Context: an optimization exercise on an open-source flow, tuned for small area and a short achievable clock period. The choices shown serve that exercise and are no tape-out recipe. Only the layout flow was run in this run; the RTL was not checked for function there. Power is estimated from default activity; no workload was simulated.

`flow/run.sh`:
```
#!/bin/bash
# synth_recipe.tcl (not shown) runs the flow's synth.tcl, then flattens the netlist and writes it again
# the make line also repeats each setting of config.mk as NAME=value (left out here)
make -C /OpenROAD-flow-scripts/flow DESIGN_CONFIG=/design/flow/config.mk WORK_HOME=/design/flow/orfs CLKGATE_MAP_FILE= SYNTH_SCRIPT=/design/flow/synth_recipe.tcl finish
```
`flow/config.mk`:
```
export PLATFORM = sky130hd
export DESIGN_NAME = pipelined_multiplier
export DESIGN_NICKNAME = pipelined_multiplier
export VERILOG_FILES = /design/flow/design.v
export SDC_FILE = /design/flow/constraint.sdc
export NUM_CORES = 4
export LEC_CHECK = 0
export CAP_MARGIN = 20
export CORE_MARGIN = 2
export CORE_UTILIZATION = 40
export SLEW_MARGIN = 20
```
`flow/constraint.sdc`:
```
create_clock -name core_clock -period 4.5 [get_ports {clk}]
set_input_delay 0.9000 -clock core_clock [delete_from_list [all_inputs] [get_ports {clk}]]
set_output_delay 0.9000 -clock core_clock [all_outputs]
set_load 0.01 [all_outputs]
```
`flow/design.v`:
```
module pipelined_multiplier (
    input clk,
    input rst,
    input [10:0] n1,
    input [7:0] n2,
    output reg [18:0] product
);
    reg [10:0] a1;
    reg [7:0] b1;
    reg [31:0] r2;
    reg [18:0] r3;
    reg v1, v2, v3;
    wire pp1;
    wire pp2;
    wire pp3;
    wire pp4;
    wire pp5;
    wire pp6;
    wire pp7;
    wire pp8;
    wire pp9;
    wire pp10;
    wire pp11;
    wire pp12;
    wire pp13;
    wire pp14;
    wire pp15;
    wire pp16;
    wire pp17;
    wire pp18;
    wire pp19;
    wire pp20;
    wire pp21;
    wire pp22;
    wire pp23;
    wire pp24;
    wire pp25;
    wire pp26;
    wire pp27;
    wire pp28;
    wire pp29;
    wire pp30;
    wire pp31;
    wire pp32;
    wire pp33;
    wire pp34;
    wire pp35;
    wire pp36;
    wire pp37;
    wire pp38;
    wire pp39;
    wire pp40;
    wire pp41;
    wire pp42;
    wire pp43;
    wire pp44;
    wire pp45;
    wire pp46;
    wire pp47;
    wire pp48;
    wire pp49;
    wire pp50;
    wire pp51;
    wire pp52;
    wire pp53;
    wire pp54;
    wire pp55;
    wire pp56;
    wire pp57;
    wire pp58;
    wire pp59;
    wire pp60;
    wire pp61;
    wire pp62;
    wire pp63;
    wire pp64;
    wire pp65;
    wire pp66;
    wire pp67;
    wire pp68;
    wire pp69;
    wire pp70;
    wire pp71;
    wire pp72;
    wire pp73;
    wire pp74;
    wire pp75;
    wire pp76;
    wire pp77;
    wire pp78;
    wire pp79;
    wire pp80;
    wire pp81;
    wire pp82;
    wire pp83;
    wire pp84;
    wire pp85;
    wire pp86;
    wire pp87;
    wire pp88;
    wire s89;
    wire c90;
    wire s91;
    wire c92;
    wire s93;
    wire c94;
    wire s95;
    wire c96;
    wire s97;
    wire c98;
    wire s99;
    wire c100;
    wire s101;
    wire c102;
    wire s103;
    wire c104;
    wire s105;
    wire c106;
    wire s107;
    wire c108;
    wire s109;
    wire c110;
    wire s111;
    wire c112;
    wire s113;
    wire c114;
    wire s115;
    wire c116;
    wire s117;
    wire c118;
    wire s119;
    wire c120;
    wire s121;
    wire c122;
    wire s123;
    wire c124;
    wire s125;
    wire c126;
    wire s127;
    wire c128;
    wire s129;
    wire c130;
    wire s131;
    wire c132;
    wire s133;
    wire c134;
    wire s135;
    wire c136;
    wire s137;
    wire c138;
    wire s139;
    wire c140;
    wire s141;
    wire c142;
    wire s143;
    wire c144;
    wire s145;
    wire c146;
    wire s147;
    wire c148;
    wire s149;
    wire c150;
    wire s151;
    wire c152;
    wire s153;
    wire c154;
    wire s155;
    wire c156;
    wire s157;
    wire c158;
    wire s159;
    wire c160;
    wire s161;
    wire c162;
    wire s163;
    wire c164;
    wire s165;
    wire c166;
    wire s167;
    wire c168;
    wire s169;
    wire c170;
    wire s171;
    wire c172;
    wire s173;
    wire c174;
    wire s175;
    wire c176;
    wire s177;
    wire c178;
    wire s179;
    wire c180;
    wire s181;
    wire c182;
    wire s183;
    wire c184;
    wire s185;
    wire c186;
    wire s187;
    wire c188;
    wire s189;
    wire c190;
    wire s191;
    wire c192;
    wire s193;
    wire c194;
    wire s195;
    wire c196;
    wire s197;
    wire c198;
    wire s199;
    wire c200;
    wire s201;
    wire c202;
    wire s203;
    wire c204;
    wire s205;
    wire c206;
    wire s207;
    wire c208;
    assign pp1 = a1[0] & b1[0];
    assign pp2 = a1[0] & b1[1];
    assign pp3 = a1[0] & b1[2];
    assign pp4 = a1[0] & b1[3];
    assign pp5 = a1[0] & b1[4];
    assign pp6 = a1[0] & b1[5];
    assign pp7 = a1[0] & b1[6];
    assign pp8 = a1[0] & b1[7];
    assign pp9 = a1[1] & b1[0];
    assign pp10 = a1[1] & b1[1];
    assign pp11 = a1[1] & b1[2];
    assign pp12 = a1[1] & b1[3];
    assign pp13 = a1[1] & b1[4];
    assign pp14 = a1[1] & b1[5];
    assign pp15 = a1[1] & b1[6];
    assign pp16 = a1[1] & b1[7];
    assign pp17 = a1[2] & b1[0];
    assign pp18 = a1[2] & b1[1];
    assign pp19 = a1[2] & b1[2];
    assign pp20 = a1[2] & b1[3];
    assign pp21 = a1[2] & b1[4];
    assign pp22 = a1[2] & b1[5];
    assign pp23 = a1[2] & b1[6];
    assign pp24 = a1[2] & b1[7];
    assign pp25 = a1[3] & b1[0];
    assign pp26 = a1[3] & b1[1];
    assign pp27 = a1[3] & b1[2];
    assign pp28 = a1[3] & b1[3];
    assign pp29 = a1[3] & b1[4];
    assign pp30 = a1[3] & b1[5];
    assign pp31 = a1[3] & b1[6];
    assign pp32 = a1[3] & b1[7];
    assign pp33 = a1[4] & b1[0];
    assign pp34 = a1[4] & b1[1];
    assign pp35 = a1[4] & b1[2];
    assign pp36 = a1[4] & b1[3];
    assign pp37 = a1[4] & b1[4];
    assign pp38 = a1[4] & b1[5];
    assign pp39 = a1[4] & b1[6];
    assign pp40 = a1[4] & b1[7];
    assign pp41 = a1[5] & b1[0];
    assign pp42 = a1[5] & b1[1];
    assign pp43 = a1[5] & b1[2];
    assign pp44 = a1[5] & b1[3];
    assign pp45 = a1[5] & b1[4];
    assign pp46 = a1[5] & b1[5];
    assign pp47 = a1[5] & b1[6];
    assign pp48 = a1[5] & b1[7];
    assign pp49 = a1[6] & b1[0];
    assign pp50 = a1[6] & b1[1];
    assign pp51 = a1[6] & b1[2];
    assign pp52 = a1[6] & b1[3];
    assign pp53 = a1[6] & b1[4];
    assign pp54 = a1[6] & b1[5];
    assign pp55 = a1[6] & b1[6];
    assign pp56 = a1[6] & b1[7];
    assign pp57 = a1[7] & b1[0];
    assign pp58 = a1[7] & b1[1];
    assign pp59 = a1[7] & b1[2];
    assign pp60 = a1[7] & b1[3];
    assign pp61 = a1[7] & b1[4];
    assign pp62 = a1[7] & b1[5];
    assign pp63 = a1[7] & b1[6];
    assign pp64 = a1[7] & b1[7];
    assign pp65 = a1[8] & b1[0];
    assign pp66 = a1[8] & b1[1];
    assign pp67 = a1[8] & b1[2];
    assign pp68 = a1[8] & b1[3];
    assign pp69 = a1[8] & b1[4];
    assign pp70 = a1[8] & b1[5];
    assign pp71 = a1[8] & b1[6];
    assign pp72 = a1[8] & b1[7];
    assign pp73 = a1[9] & b1[0];
    assign pp74 = a1[9] & b1[1];
    assign pp75 = a1[9] & b1[2];
    assign pp76 = a1[9] & b1[3];
    assign pp77 = a1[9] & b1[4];
    assign pp78 = a1[9] & b1[5];
    assign pp79 = a1[9] & b1[6];
    assign pp80 = a1[9] & b1[7];
    assign pp81 = a1[10] & b1[0];
    assign pp82 = a1[10] & b1[1];
    assign pp83 = a1[10] & b1[2];
    assign pp84 = a1[10] & b1[3];
    assign pp85 = a1[10] & b1[4];
    assign pp86 = a1[10] & b1[5];
    assign pp87 = a1[10] & b1[6];
    assign pp88 = a1[10] & b1[7];
    assign s89 = pp10 ^ pp17 ^ pp3;
    assign c90 = (pp10 & pp17) | (pp10 & pp3) | (pp17 & pp3);
    assign s91 = pp11 ^ pp18 ^ pp25;
    assign c92 = (pp11 & pp18) | (pp11 & pp25) | (pp18 & pp25);
    assign s93 = pp4 ^ c90 ^ s91;
    assign c94 = (pp4 & c90) | (pp4 & s91) | (c90 & s91);
    assign s95 = pp12 ^ pp19 ^ pp26;
    assign c96 = (pp12 & pp19) | (pp12 & pp26) | (pp19 & pp26);
    assign s97 = pp33 ^ pp5 ^ c92;
    assign c98 = (pp33 & pp5) | (pp33 & c92) | (pp5 & c92);
    assign s99 = s95 ^ c94 ^ s97;
    assign c100 = (s95 & c94) | (s95 & s97) | (c94 & s97);
    assign s101 = pp13 ^ pp20 ^ pp27;
    assign c102 = (pp13 & pp20) | (pp13 & pp27) | (pp20 & pp27);
    assign s103 = pp34 ^ pp41 ^ pp6;
    assign c104 = (pp34 & pp41) | (pp34 & pp6) | (pp41 & pp6);
    assign s105 = c96 ^ s101 ^ s103;
    assign c106 = (c96 & s101) | (c96 & s103) | (s101 & s103);
    assign s107 = c98 ^ s105 ^ c100;
    assign c108 = (c98 & s105) | (c98 & c100) | (s105 & c100);
    assign s109 = pp14 ^ pp21 ^ pp28;
    assign c110 = (pp14 & pp21) | (pp14 & pp28) | (pp21 & pp28);
    assign s111 = pp35 ^ pp42 ^ pp49;
    assign c112 = (pp35 & pp42) | (pp35 & pp49) | (pp42 & pp49);
    assign s113 = pp7 ^ c102 ^ c104;
    assign c114 = (pp7 & c102) | (pp7 & c104) | (c102 & c104);
    assign s115 = s109 ^ s111 ^ c106;
    assign c116 = (s109 & s111) | (s109 & c106) | (s111 & c106);
    assign s117 = pp15 ^ pp22 ^ pp29;
    assign c118 = (pp15 & pp22) | (pp15 & pp29) | (pp22 & pp29);
    assign s119 = pp36 ^ pp43 ^ pp50;
    assign c120 = (pp36 & pp43) | (pp36 & pp50) | (pp43 & pp50);
    assign s121 = pp57 ^ pp8 ^ c110;
    assign c122 = (pp57 & pp8) | (pp57 & c110) | (pp8 & c110);
    assign s123 = c112 ^ s117 ^ s119;
    assign c124 = (c112 & s117) | (c112 & s119) | (s117 & s119);
    assign s125 = c114 ^ s121 ^ s123;
    assign c126 = (c114 & s121) | (c114 & s123) | (s121 & s123);
    assign s127 = pp16 ^ pp23 ^ pp30;
    assign c128 = (pp16 & pp23) | (pp16 & pp30) | (pp23 & pp30);
    assign s129 = pp37 ^ pp44 ^ pp51;
    assign c130 = (pp37 & pp44) | (pp37 & pp51) | (pp44 & pp51);
    assign s131 = pp58 ^ pp65 ^ c118;
    assign c132 = (pp58 & pp65) | (pp58 & c118) | (pp65 & c118);
    assign s133 = c120 ^ s127 ^ s129;
    assign c134 = (c120 & s127) | (c120 & s129) | (s127 & s129);
    assign s135 = c122 ^ c124 ^ s131;
    assign c136 = (c122 & c124) | (c122 & s131) | (c124 & s131);
    assign s137 = s133 ^ c126 ^ s135;
    assign c138 = (s133 & c126) | (s133 & s135) | (c126 & s135);
    assign s139 = pp24 ^ pp31 ^ pp38;
    assign c140 = (pp24 & pp31) | (pp24 & pp38) | (pp31 & pp38);
    assign s141 = pp45 ^ pp52 ^ pp59;
    assign c142 = (pp45 & pp52) | (pp45 & pp59) | (pp52 & pp59);
    assign s143 = pp66 ^ pp73 ^ c128;
    assign c144 = (pp66 & pp73) | (pp66 & c128) | (pp73 & c128);
    assign s145 = c130 ^ s139 ^ s141;
    assign c146 = (c130 & s139) | (c130 & s141) | (s139 & s141);
    assign s147 = c132 ^ c134 ^ s143;
    assign c148 = (c132 & c134) | (c132 & s143) | (c134 & s143);
    assign s149 = s145 ^ c136 ^ s147;
    assign c150 = (s145 & c136) | (s145 & s147) | (c136 & s147);
    assign s151 = pp32 ^ pp39 ^ pp46;
    assign c152 = (pp32 & pp39) | (pp32 & pp46) | (pp39 & pp46);
    assign s153 = pp53 ^ pp60 ^ pp67;
    assign c154 = (pp53 & pp60) | (pp53 & pp67) | (pp60 & pp67);
    assign s155 = pp74 ^ pp81 ^ c140;
    assign c156 = (pp74 & pp81) | (pp74 & c140) | (pp81 & c140);
    assign s157 = c142 ^ s151 ^ s153;
    assign c158 = (c142 & s151) | (c142 & s153) | (s151 & s153);
    assign s159 = c144 ^ c146 ^ s155;
    assign c160 = (c144 & c146) | (c144 & s155) | (c146 & s155);
    assign s161 = s157 ^ c148 ^ s159;
    assign c162 = (s157 & c148) | (s157 & s159) | (c148 & s159);
    assign s163 = pp40 ^ pp47 ^ pp54;
    assign c164 = (pp40 & pp47) | (pp40 & pp54) | (pp47 & pp54);
    assign s165 = pp61 ^ pp68 ^ pp75;
    assign c166 = (pp61 & pp68) | (pp61 & pp75) | (pp68 & pp75);
    assign s167 = pp82 ^ c152 ^ c154;
    assign c168 = (pp82 & c152) | (pp82 & c154) | (c152 & c154);
    assign s169 = s163 ^ s165 ^ c156;
    assign c170 = (s163 & s165) | (s163 & c156) | (s165 & c156);
    assign s171 = c158 ^ s167 ^ c160;
    assign c172 = (c158 & s167) | (c158 & c160) | (s167 & c160);
    assign s173 = pp48 ^ pp55 ^ pp62;
    assign c174 = (pp48 & pp55) | (pp48 & pp62) | (pp55 & pp62);
    assign s175 = pp69 ^ pp76 ^ pp83;
    assign c176 = (pp69 & pp76) | (pp69 & pp83) | (pp76 & pp83);
    assign s177 = c164 ^ c166 ^ s173;
    assign c178 = (c164 & c166) | (c164 & s173) | (c166 & s173);
    assign s179 = s175 ^ c168 ^ s177;
    assign c180 = (s175 & c168) | (s175 & s177) | (c168 & s177);
    assign s181 = pp56 ^ pp63 ^ pp70;
    assign c182 = (pp56 & pp63) | (pp56 & pp70) | (pp63 & pp70);
    assign s183 = pp77 ^ pp84 ^ c174;
    assign c184 = (pp77 & pp84) | (pp77 & c174) | (pp84 & c174);
    assign s185 = c176 ^ s181 ^ c178;
    assign c186 = (c176 & s181) | (c176 & c178) | (s181 & c178);
    assign s187 = s183 ^ c180 ^ s185;
    assign c188 = (s183 & c180) | (s183 & s185) | (c180 & s185);
    assign s189 = pp64 ^ pp71 ^ pp78;
    assign c190 = (pp64 & pp71) | (pp64 & pp78) | (pp71 & pp78);
    assign s191 = pp85 ^ c182 ^ s189;
    assign c192 = (pp85 & c182) | (pp85 & s189) | (c182 & s189);
    assign s193 = c184 ^ s191 ^ c186;
    assign c194 = (c184 & s191) | (c184 & c186) | (s191 & c186);
    assign s195 = pp72 ^ pp79 ^ pp86;
    assign c196 = (pp72 & pp79) | (pp72 & pp86) | (pp79 & pp86);
    assign s197 = c190 ^ s195 ^ c192;
    assign c198 = (c190 & s195) | (c190 & c192) | (s195 & c192);
    assign s199 = pp80 ^ pp87 ^ c196;
    assign c200 = (pp80 & pp87) | (pp80 & c196) | (pp87 & c196);
    assign s201 = r2[7] ^ r2[8] ^ r2[9];
    assign c202 = (r2[7] & r2[8]) | (r2[7] & r2[9]) | (r2[8] & r2[9]);
    assign s203 = r2[10] ^ r2[11] ^ c202;
    assign c204 = (r2[10] & r2[11]) | (r2[10] & c202) | (r2[11] & c202);
    assign s205 = r2[17] ^ r2[18] ^ r2[19];
    assign c206 = (r2[17] & r2[18]) | (r2[17] & r2[19]) | (r2[18] & r2[19]);
    assign s207 = r2[20] ^ r2[21] ^ r2[22];
    assign c208 = (r2[20] & r2[21]) | (r2[20] & r2[22]) | (r2[21] & r2[22]);
    wire [18:0] sum2 = {1'b0, r2[30], r2[28], r2[26], r2[24], r2[23], c206, s205, r2[15], r2[13], r2[12], s203, s201, r2[6], r2[5], r2[4], r2[3], r2[1], r2[0]} + {1'b0, r2[31], r2[29], r2[27], r2[25], c208, s207, 1'b0, r2[16], r2[14], c204, 1'b0, 1'b0, 1'b0, 1'b0, 1'b0, 1'b0, r2[2], 1'b0};
    always @(posedge clk) begin
        a1 <= n1;
        b1 <= n2;
        r2[0] <= pp1;
        r2[1] <= pp2;
        r2[2] <= pp9;
        r2[3] <= s89;
        r2[4] <= s93;
        r2[5] <= s99;
        r2[6] <= s107;
        r2[7] <= s113;
        r2[8] <= s115;
        r2[9] <= c108;
        r2[10] <= c116;
        r2[11] <= s125;
        r2[12] <= s137;
        r2[13] <= c138;
        r2[14] <= s149;
        r2[15] <= c150;
        r2[16] <= s161;
        r2[17] <= s169;
        r2[18] <= s171;
        r2[19] <= c162;
        r2[20] <= c170;
        r2[21] <= s179;
        r2[22] <= c172;
        r2[23] <= s187;
        r2[24] <= c188;
        r2[25] <= s193;
        r2[26] <= c194;
        r2[27] <= s197;
        r2[28] <= c198;
        r2[29] <= s199;
        r2[30] <= pp88;
        r2[31] <= c200;
        r3 <= sum2;
    end
    always @(posedge clk or posedge rst) begin
        if (rst) begin
            v1 <= 1'b0;
            v2 <= 1'b0;
            v3 <= 1'b0;
        end else begin
            v1 <= 1'b1;
            v2 <= v1;
            v3 <= v2;
        end
    end
    always @(posedge clk or posedge rst) begin
        if (rst)
            product <= 19'b0;
        else
            product <= r3 & {19{v3}};
    end
endmodule
```
==> results.sh <==
export IMPL_drv_slew=0
export IMPL_finalHoldViolCount=0
export IMPL_power_leakage_nw=2.465
export IMPL_pre_cts_ws_ps=1745
export IMPL_p_per_area_mw_per_mm2=511.7
export IMPL_status="finished clean"
export IMPL_grt_pass1_wl_mm=13.19
export IMPL_fillers=1100
export IMPL_cts_resized_gates=0
export IMPL_cts_htree_levels=3
export IMPL_area_growth_pct=17.43
export IMPL_top_layer="met4"
export IMPL_skew_ps=6.690
export IMPL_port_buffers=39
export IMPL_chipHeight_um=111.3
export IMPL_ys_seq_area_share_pct=42.41
export IMPL_fin_nets=541
export IMPL_maxCapViolations=0
export IMPL_grt_pass1_vias=2776
export IMPL_m1WireLength_mm=3.445
export IMPL_fmaxAchievable_mhz=361.7
export IMPL_synth_cells=411
export IMPL_setup_viol=0
export IMPL_rsz0062_at_grt="no"
export IMPL_ys_ff_latch=92
export IMPL_cts_tree="done"
export IMPL_antenna_cells=0
export IMPL_cp_required_ps=4710
export IMPL_period_needed_ps=2765
export IMPL_cts_sinks=92
export IMPL_fin_setup_tns_ps=0
export IMPL_wl_per_cell_um=12.38
export IMPL_die_area_mm2=0.01238
export IMPL_gp_congestion=0.8421
export IMPL_core_mm2=0.01132
export IMPL_fp_row_count=39
export IMPL_overflow=0
export IMPL_cts_made_buffers=9
export IMPL_postRouteAntennaNets=0
export IMPL_routed_wl_mm=7.393
export IMPL_vias=2685
export IMPL_drc=0
export IMPL_hold_class="reg2reg"
export IMPL_die_x_um=111.3
export IMPL_syn_nets=503
export IMPL_clk_pin_slew_ps=60
export IMPL_synthArstFlopShare_pct=23.91
export IMPL_fin_ws_ps=1735
export IMPL_cts_root_buffer="clkbuf_16"
export IMPL_yosys_warnings=1
export IMPL_synth_cell_types=41
export IMPL_grt_usage_pct=13.37
export IMPL_initial_core_util_pct=40.65
export IMPL_io_pins=40
export IMPL_cp_data_arrival_time_ps=2970
export IMPL_dr_first_iter_drc_count=60
export IMPL_grt_max_degree=23
export IMPL_startpoint_type="register"
export IMPL_wl_met2_mm=3.564
export IMPL_viasPerCell=4.497
export IMPL_synth_edf_count=0
export IMPL_syn_area_mm2=0.004602
export IMPL_critical_path_class="reg2reg"
export IMPL_layout_drive_gt1_share_pct=4.846
export IMPL_finalCritPeriodShare_pct=61.44
export IMPL_tightest_slew_ps=774.0
export IMPL_avgSynthCellArea_um2=11.20
export IMPL_holdBufCountCts=0
export IMPL_clock_latency_ps=330
export IMPL_dp_hpwl_mm=5.874
export IMPL_ir_worst_vdd_v=0.0002014
export IMPL_endpoint_kind="register"
export IMPL_cp_max_fo=11
export IMPL_synth_main_ff_cell="dfxtp_1"
export IMPL_antenna_found_initial=0
export IMPL_relSlewSlack_pct=48.34
export IMPL_post_cts_setup_buffers=0
export IMPL_clk_path_buf_depth=2
export IMPL_firstDrtPassIters=4
export IMPL_met3RoutedLength_um=335
[path summary, 6_finish.rpt]
path,startpoint,to,slack [ps],depth (start not counted)
setup / recovery,b1[6]$_DFF_P_,r2[12]$_DFF_P_,1740,7
hold / removal,r2[0]$_DFF_P_,r3[0]$_DFF_P_,340,0
setup reg to reg,b1[6]$_DFF_P_,r2[12]$_DFF_P_,1740,7
hold reg to reg,r2[0]$_DFF_P_,r3[0]$_DFF_P_,340,0
max in group asynchronous,rst,product[14]$_DFF_PP0_,3000,2
min in group asynchronous,rst,product[1]$_DFF_PP0_,1010,2
[registers in the layout (all words and copies together), names as in the netlist]
signal / count
product: 19
v2: 1
r3: 19
v3: 1
v1: 1
b1: 8
r2: 32
a1: 11
[cell usage in the layout, fill, tap and decap left out, types with 2 or more instances in the layout]
master,synthesis,routed
a21oi_1,6,6
and2_1,62,62
and3_1,3,3
and4_2,2,2
clkbuf_16,0,9
clkdlybuf4s50_1,0,39
clkinv_2,0,2
dfrtp_1,22,22
dfxtp_1,70,70
fa_1,60,60
ha_1,11,11
inv_1,62,62
inv_6,0,2
nand2_1,49,49
nand3_1,3,3
nand4_1,2,2
nor2_1,3,3
nor2b_1,2,2
nor3_1,5,5
o2111ai_1,2,2
o21ai_0,2,2
xnor2_1,8,8
xor2_1,4,4
[cells in the mapped netlist (all sizes together) (2+ instances only)]
cell type,n,share of area [%]
nand3,3,0.33
nor2,3,0.24
nor3,5,0.54
dfxtp,70,30
and4,3,0.63
and2,62,8.4
and3,4,0.65
clkbuf,12,0.98
nand2,49,4.0
nor2b,2,0.27
o21ai,2,0.22
dfrtp,22,12
inv,62,5.1
xnor2,8,1.5
nand4,2,0.27
xor2,4,0.76
o2111ai,2,0.38
ha,11,3.0
fa,60,26
a21oi,6,0.65
[worst max-delay path, cell delays in order, from the launching register on]
cell     delay, ps
dfxtp_1        400
and2_1         220
fa_1           530
inv_1           60
fa_1           430
fa_1           510
inv_1           50
fa_1           430
[metrics by stage]
step / hold slack, ps / total power [W] / utilization, % / instances / cell area, um^2
after CTS: 345.4 / 0.002806 / 47.73 / 597 / 5404
final: 339.7 / 0.002765 / 47.73 / 597 / 5404
after floorplan: 309.6 / 0.001832 / - / 411 / 4602
after global routing: 353.7 / 0.002999 / 47.73 / 597 / 5404
after detailed placement: 331.9 / 0.002102 / 45.28 / 581 / 5126
after global placement: 318.3 / 0.002073 / 45.28 / 581 / 5126
[cell families (layout without fill, tap and decap cells)]
family / after synthesis / after routing / synth area share, %
flip-flops: 92 / 92 / 42.41
other: 1 / 1 / 0.08149
adder cells (fa/ha/maj): 71 / 71 / 29.09
AND/OR/NAND/NOR: 139 / 139 / 16.56
buffers and inverters: 74 / 117 / 6.036
multiplexers: 2 / 2 / 0.4622
XOR/XNOR: 12 / 12 / 2.284
AO/OA/AOI/OAI: 20 / 20 / 3.073
[cell type report]
type	count	area, um^2	area share (%)
Timing Repair Buffer	39	390.4	7.224
Multi-Input combinational cell	245	2372	43.90
Sequential cell	92	1952	36.12
Tap cell	143	178.9	3.311
Inverter	62	232.7	4.307
Clock buffer	11	242.7	4.492
Clock inverter	5	35.03	0.6483
[power by group]
part           switching, W  internal, W  leakage [nW]  total [W]
Clock              0.000301     0.000391         0.136   0.000692
Sequential        0.0000862      0.00104         0.871    0.00113
Combinational      0.000466     0.000477          1.46   0.000943
[metal layers]
layer  global-route usage (%)  up-vias
met1                    17.23     1298
met4                    5.185        0
met2                    21.79       61
met5                        0        -
met3                    3.335        2
li1                         -     1324

==> static timing again, ports no longer ideal <==
The results above use ideal ports. As a check the final layout listed here was re-extracted and re-timed, cells and wires unchanged.
Step 1: set_driving_cell puts a clkbuf_16 on clk and a buf_2 on each other input, an assumption about the parent block.
Step 2 moves the port delays by t, midway between the first and last clock arrival at a register: inputs arrive t later, outputs are due t later. That takes back most of the time a late clock gives input paths.
Slacks: ideal ports / drivers / drivers and shift; pairs: ideal ports / drivers.
t, ns: 0.363
slack for setup (ns): 1.735 / 1.735 / 1.735
worst setup path at the end: register to register
After both steps setup and hold are still met in this run. For this run, drivers alone change the setup slack by 0.000 ns; drivers and shift together by 0.000 ns.
